From an optimization exercise on the open Yosys and OpenROAD flow, aimed at small area and a short achievable clock period; shortcuts taken in it are not production practice.
RTL that was checked went through simulation tests only; none was proved equivalent to the original.

Design mac, start of the top module:
module mac(
    input [15:0] x1,
    input [15:0] x2,
    input clk,
    input rst,
    input en,
    output [39:0] y
    );
reg [39:0] S;
reg [31:0] C;
wire s1;
wire c2;
wire s3;
wire c4;
wire s5;
wire c6;
wire s7;
wire c8;
wire s9;
wire c10;
wire s11;
wire c12;
wire s13;
wire c14;
wire s15;
wire c16;
wire s17;
wire c18;
wire s19;
wire c20;
wire s21;
wire c22;
wire s23;
wire c24;
wire s25;
wire c26;
wire s27;
wire c28;
wire s29;
wire c30;
wire s31;
wire c32;
wire s33;
wire c34;
wire s35;
wire c36;
wire s37;
wire c38;
wire s39;
wire c40;
wire s41;
wire c42;
wire s43;
wire c44;
wire s45;
wire c46;
wire s47;
wire c48;
wire s49;
wire c50;
wire s51;
wire c52;
wire s53;
wire c54;
wire s55;
wire c56;
wire s57;
wire c58;
wire s59;
wire c60;
wire s61;
wire c62;
wire s63;
wire c64;
wire s65;
wire c66;
wire s67;
wire c68;
wire s69;
wire c70;
wire s71;
wire c72;
wire s73;
wire c74;
wire s75;
wire c76;
wire s77;
wire c78;
wire s79;
wire c80;
wire s81;
wire c82;
wire s83;
wire c84;
wire s85;
wire c86;
wire s87;
wire c88;
wire s89;
wire c90;
wire s91;
wire c92;
wire s93;
wire c94;
wire s95;
wire c96;
wire s97;
wire c98;
wire s99;
wire c100;
wire s101;
wire c102;
wire s103;
wire c104;
wire s105;
wire c106;
wire s107;
wire c108;
wire s109;
wire c110;
wire s111;
wire c112;
wire s113;
wire c114;
wire s115;
wire c116;
wire s117;
wire c118;
wire s119;
wire c120;
wire s121;
wire c122;
wire s123;
wire c124;
wire s125;
wire c126;
wire s127;
wire c128;
wire s129;
wire c130;
wire s131;
wire c132;
wire s133;
wire c134;
wire s135;
wire c136;
wire s137;
wire c138;
wire s139;
wire c140;
wire s141;
wire c142;
wire s143;
wire c144;
wire s145;
wire c146;
wire s147;
wire c148;
wire s149;
wire c150;
wire s151;
wire c152;
wire s153;
wire c154;
wire s155;
wire c156;
wire s157;
wire c158;
wire s159;
wire c160;
wire s161;
wire c162;
wire s163;
wire c164;
wire s165;
wire c166;
wire s167;
wire c168;
wire s169;
wire c170;
wire s171;
wire c172;
wire s173;
wire c174;
wire s175;
wire c176;
wire s177;
  ...
Settings: LEC_CHECK=0, ABC_AREA=1, CAP_MARGIN=20, CORE_MARGIN=2, CORE_UTILIZATION=60, CTS_BUF_LIST=sky130_fd_sc_hd__clkbuf_4 sky130_fd_sc_hd__clkbuf_8, SETUP_SLACK_MARGIN=5, SLEW_MARGIN=20, SYNTH_HIERARCHICAL=1; clock period 12.0 ns.
standard.sh (not shown) runs the stock make flow with config.mk's settings and CLKGATE_MAP_FILE= SYNTH_SCRIPT=/design/flow/synth_recipe.tcl, a recipe that flattens the netlist after the stock synthesis.
==> flow/flow/run.sh <==
#!/bin/bash
# The standard layout (standard.sh: ORFS synthesis to final layout) with a
# few extra ORFS settings; the clock, constraints and synthesis script are
# unchanged. Settings come from flow/params.sh:
#   MARGIN      setup slack that repair_timing aims for (ns)
#   PORTBUF     cell used to buffer every input and output port
#   EXTRA       further ORFS make variables
set -u
. flow/params.sh
bash standard.sh SETUP_SLACK_MARGIN=$MARGIN "BUFFER_PORTS_ARGS=-buffer_cell $PORTBUF" $EXTRA finish > standard.log 2>&1
==> flow/flow/params.sh <==
MARGIN=6.7
PORTBUF=sky130_fd_sc_hd__buf_2
EXTRA="ABC_LOAD_IN_FF=2"
Then changed:
==> flow/flow/params.sh (replaced) <==
MARGIN=6.5
PORTBUF=sky130_fd_sc_hd__buf_1
EXTRA="ABC_LOAD_IN_FF=2 SKIP_GATE_CLONING=1"
=>
- clock skew came out lower by 6.9 ps
- sequential cell count is unchanged
- final cell count goes down by a few percent
- clock-buffer cell count fell by 2
- routed wire length shrinks by a few percent
- fmax falls slightly
- synthesized cell count stays the same
- worst hold slack degrades by 3.3 ps

========
Another version of the RTL of mac (not shown whole).
For scale: ~930 cells after synthesis.
==> flow/design.v (excerpt) <==
module mac(
    input [15:0] x1,
    input [15:0] x2,
    input clk,
    input rst,
    input en,
    output [39:0] y
    );
clock: 12.0 ns
lec_check: 0
abc_area: 1
cap_margin: 20
core_margin: 2
core_utilization: 60
cts_buf_list: sky130_fd_sc_hd__clkbuf_4 sky130_fd_sc_hd__clkbuf_8
setup_slack_margin: 5
slew_margin: 20
synth_hierarchical: 1
==> flow/flow/params.sh <==
MARGIN=6.4
PORTBUF=sky130_fd_sc_hd__buf_1
EXTRA="ABC_LOAD_IN_FF=2"
Scripts as last shown in full above: flow/flow/run.sh
Change:
==> flow/flow/params.sh (replaced) <==
MARGIN=6.5
PORTBUF=sky130_fd_sc_hd__buf_1
EXTRA="ABC_LOAD_IN_FF=2"
--- a/flow/config.mk
+++ b/flow/config.mk
@@ -11,4 +11,5 @@
 export CORE_UTILIZATION = 60
 export CTS_BUF_LIST = sky130_fd_sc_hd__clkbuf_4 sky130_fd_sc_hd__clkbuf_8
+export GPL_TIMING_DRIVEN = 0
 export SETUP_SLACK_MARGIN = 5
 export SLEW_MARGIN = 20
Effect: The new run produced a clean layout; core utilization increases by 3.1 points; synthesized cell count stays the same; final area climbs by 4.8%; setup slack gains 0.069 ns; first-iteration DRC count rose by 27%; via count increases by 1.9%; clock skew decreases by 0.0070 ns; critical path depth stays the same; hold slack got worse by 0.0044 ns; count of clock-buffer cells in the layout drops by 1; synthesized area stays the same.
Function was not checked in any run of this note: the RTL went through the layout flow alone.

========
mac with an RTL version that a note above also has.
Size in the first run: about 910 cells after synthesis, about 72 flip-flops, roughly 75 I/O pins, roughly 9200 µm² of cells after synthesis.
Settings: LEC_CHECK=0, ABC_AREA=1, CAP_MARGIN=20, CORE_MARGIN=2, CORE_UTILIZATION=60, CTS_BUF_LIST=sky130_fd_sc_hd__clkbuf_4 sky130_fd_sc_hd__clkbuf_8, SETUP_SLACK_MARGIN=5, SLEW_MARGIN=20, SYNTH_HIERARCHICAL=1; clock period 12.0 ns.
==> flow/flow/params.sh <==
MARGIN=6.5
PORTBUF=sky130_fd_sc_hd__buf_1
EXTRA="ABC_LOAD_IN_FF=2 SETUP_MOVE_SEQUENCE=unbuffer,sizeup,swap"
Scripts as last shown in full above: flow/flow/run.sh
The starting point completed without violations.
Edit:
==> flow/flow/params.sh (replaced) <==
MARGIN=6.5
PORTBUF=sky130_fd_sc_hd__buf_2
EXTRA="ABC_LOAD_IN_FF=2"
--- a/flow/config.mk
+++ b/flow/config.mk
@@ -9,6 +9,5 @@
 export CAP_MARGIN = 20
 export CORE_MARGIN = 2
-export CORE_UTILIZATION = 60
-export CTS_BUF_LIST = sky130_fd_sc_hd__clkbuf_4 sky130_fd_sc_hd__clkbuf_8
+export CORE_UTILIZATION = 40
 export SETUP_SLACK_MARGIN = 5
 export SLEW_MARGIN = 20
Outcome:
- The changed run ran to the end with no violations
- setup slack is worse by 0.053 ns
- final area goes up by 2.8%
- area after synthesis is unchanged
- wire length increases by 6.0%
- hold slack barely changes
- clock skew stays flat
- final cell count grows by 9.0%
- first-iteration DRC count came out higher by 1.6%

========
== run A ==
Another version of the RTL of mac (not shown whole).
For scale: roughly 75 flip-flops, ~9800 um^2 of cells after synthesis.
Settings: LEC_CHECK=0, ABC_AREA=1, CAP_MARGIN=20, CORE_MARGIN=2, CORE_UTILIZATION=40, SETUP_SLACK_MARGIN=5, SLEW_MARGIN=20, SYNTH_HIERARCHICAL=1; clock period 12.0 ns.
==> flow/flow/run.sh <==
#!/bin/bash
MARGIN=${MARGIN:-8}
bash standard.sh SETUP_SLACK_MARGIN=$MARGIN finish > standard.log 2>&1
#### Input delta (run B over run A)
==> flow/flow/run.sh <==
#!/bin/bash
MARGIN=${MARGIN:-7}
bash standard.sh SETUP_SLACK_MARGIN=$MARGIN finish > standard.log 2>&1
==> comparison <==
Result: PASS for each of run B and run A. Run A -> run B: well tap count delta 0, exact match. Fraction of final layout cells sized beyond drive strength 1 was higher in the run labelled run A. Compared with run A, run B ends up with less cell area.
> inputs changed (run B -> run C)
==> flow/flow/run.sh <==
#!/bin/bash
MARGIN=${MARGIN:-6}
bash standard.sh SETUP_SLACK_MARGIN=$MARGIN finish > standard.log 2>&1
## What came out
Run C ended up with fewer standard cells than run B.
Run C supports a lower top clock frequency than run B.
#### Input delta (run D over run C)
==> flow/run.sh (new file) <==
#!/bin/bash
# synth_recipe.tcl (not shown) runs the flow's synth.tcl, then flattens the netlist and writes it again
# the make line also repeats each setting of config.mk as NAME=value (left out here)
make -C /OpenROAD-flow-scripts/flow DESIGN_CONFIG=/design/flow/config.mk WORK_HOME=/design/flow/orfs CLKGATE_MAP_FILE= SYNTH_SCRIPT=/design/flow/synth_recipe.tcl finish
removed: flow/flow/run.sh
removed: flow/standard.sh
## What came out
Compared with run C, in run D fraction of the cycle the final worst path needs grew by 5.6 points; worst slew margin relative to its limit grew by 0.75 points; proportion of cell area spent on the clock network held steady; final standard cell count with taps included and fillers excluded shrank by about 2.6%.
Run C reports its first element of the critical path as x2[15] while run D reports en.

========
mac, a different RTL version from the one above (not shown whole).
Size: roughly 890 cells after synthesis, ~75 I/O pins, roughly 9000 µm² of cells after synthesis.
export LEC_CHECK = 0
export ABC_AREA = 1
export CAP_MARGIN = 20
export CORE_MARGIN = 2
export CORE_UTILIZATION = 60
export CTS_BUF_LIST = sky130_fd_sc_hd__clkbuf_4 sky130_fd_sc_hd__clkbuf_8
export SETUP_SLACK_MARGIN = 5
export SLEW_MARGIN = 20
export SYNTH_HIERARCHICAL = 1
export TNS_END_PERCENT = 5
create_clock -name core_clock -period 12.0 [get_ports {clk}]
==> flow/flow/run.sh <==
#!/bin/bash
# The standard layout (standard.sh: ORFS synthesis to final layout) with a
# few extra ORFS settings; the clock, constraints and synthesis script are
# unchanged. Settings come from flow/params.sh:
#   MARGIN      setup slack that repair_timing aims for (ns)
#   PORTBUF     cell used to buffer every input and output port
#   EXTRA       further ORFS make variables
set -u
. flow/params.sh
bash standard.sh SETUP_SLACK_MARGIN=$MARGIN "BUFFER_PORTS_ARGS=-buffer_cell $PORTBUF" $EXTRA finish > standard.log 2>&1
==> flow/flow/params.sh <==
MARGIN=6.7
PORTBUF=sky130_fd_sc_hd__buf_1
EXTRA="ABC_LOAD_IN_FF=2"
Then changed:
==> flow/flow/params.sh (replaced) <==
MARGIN=6.8
PORTBUF=sky130_fd_sc_hd__buf_1
EXTRA="MATCH_CELL_FOOTPRINT=0"
Settings changed: TNS_END_PERCENT 5 to unset.
What happened: The changed run went through all stages and came out clean. Global-route usage rose by 2.4 points. Synthesized area hardly moves.

## re-timing with driven ports
No port has a modelled driver above. Below, the same layouts with a new extraction and two added sets of constraints.
Step 1 sets driving cells, clkbuf_16 on the clock port and buf_2 on the other inputs (assumed; they add their load-dependent delay and slew).
Step 2 moves the port delays by t, midway between the first and last clock arrival at a register: inputs arrive t later, outputs are due t later. That takes back most of the time a late clock gives input paths.
Slacks: ideal ports / drivers / drivers and shift; pairs: ideal ports / drivers.
run	shift t [ns]	slack for setup (ns)	latest minus earliest clock arrival (ns)
the first run of note 1	0.410	6.684 / 6.662 / 6.293	0.017 / 0.018
the second run of note 1	0.411	6.597 / 6.556 / 6.259	0.010 / 0.011
the first run of note 2	0.417	6.543 / 6.555 / 6.138	0.021 / 0.021
the second run of note 2	0.405	6.611 / 6.595 / 6.224	0.013 / 0.014
the first run of note 3	0.412	6.590 / 6.550 / 6.234	0.011 / 0.011
the second run of note 3	0.392	6.537 / 6.489 / 6.232	0.009 / 0.009
run A	0.397	6.455 / 6.470 / 6.073	0.011 / 0.010
run B	0.400	6.562 / 6.450 / 6.050	0.016 / 0.015
run C	0.393	6.071 / 6.084 / 5.691	0.009 / 0.010
run D	0.393	5.404 / 5.422 / 5.029	0.010 / 0.010
the first run of note 5	0.411	6.692 / 6.708 / 6.297	0.012 / 0.013
the second run of note 5	0.419	6.822 / 6.797 / 6.397	0.015 / 0.015
After both steps every run listed still meets setup and hold. The setup slack of run B, which loses most, moves by -0.112 ns with the drivers and by -0.512 ns with both steps.
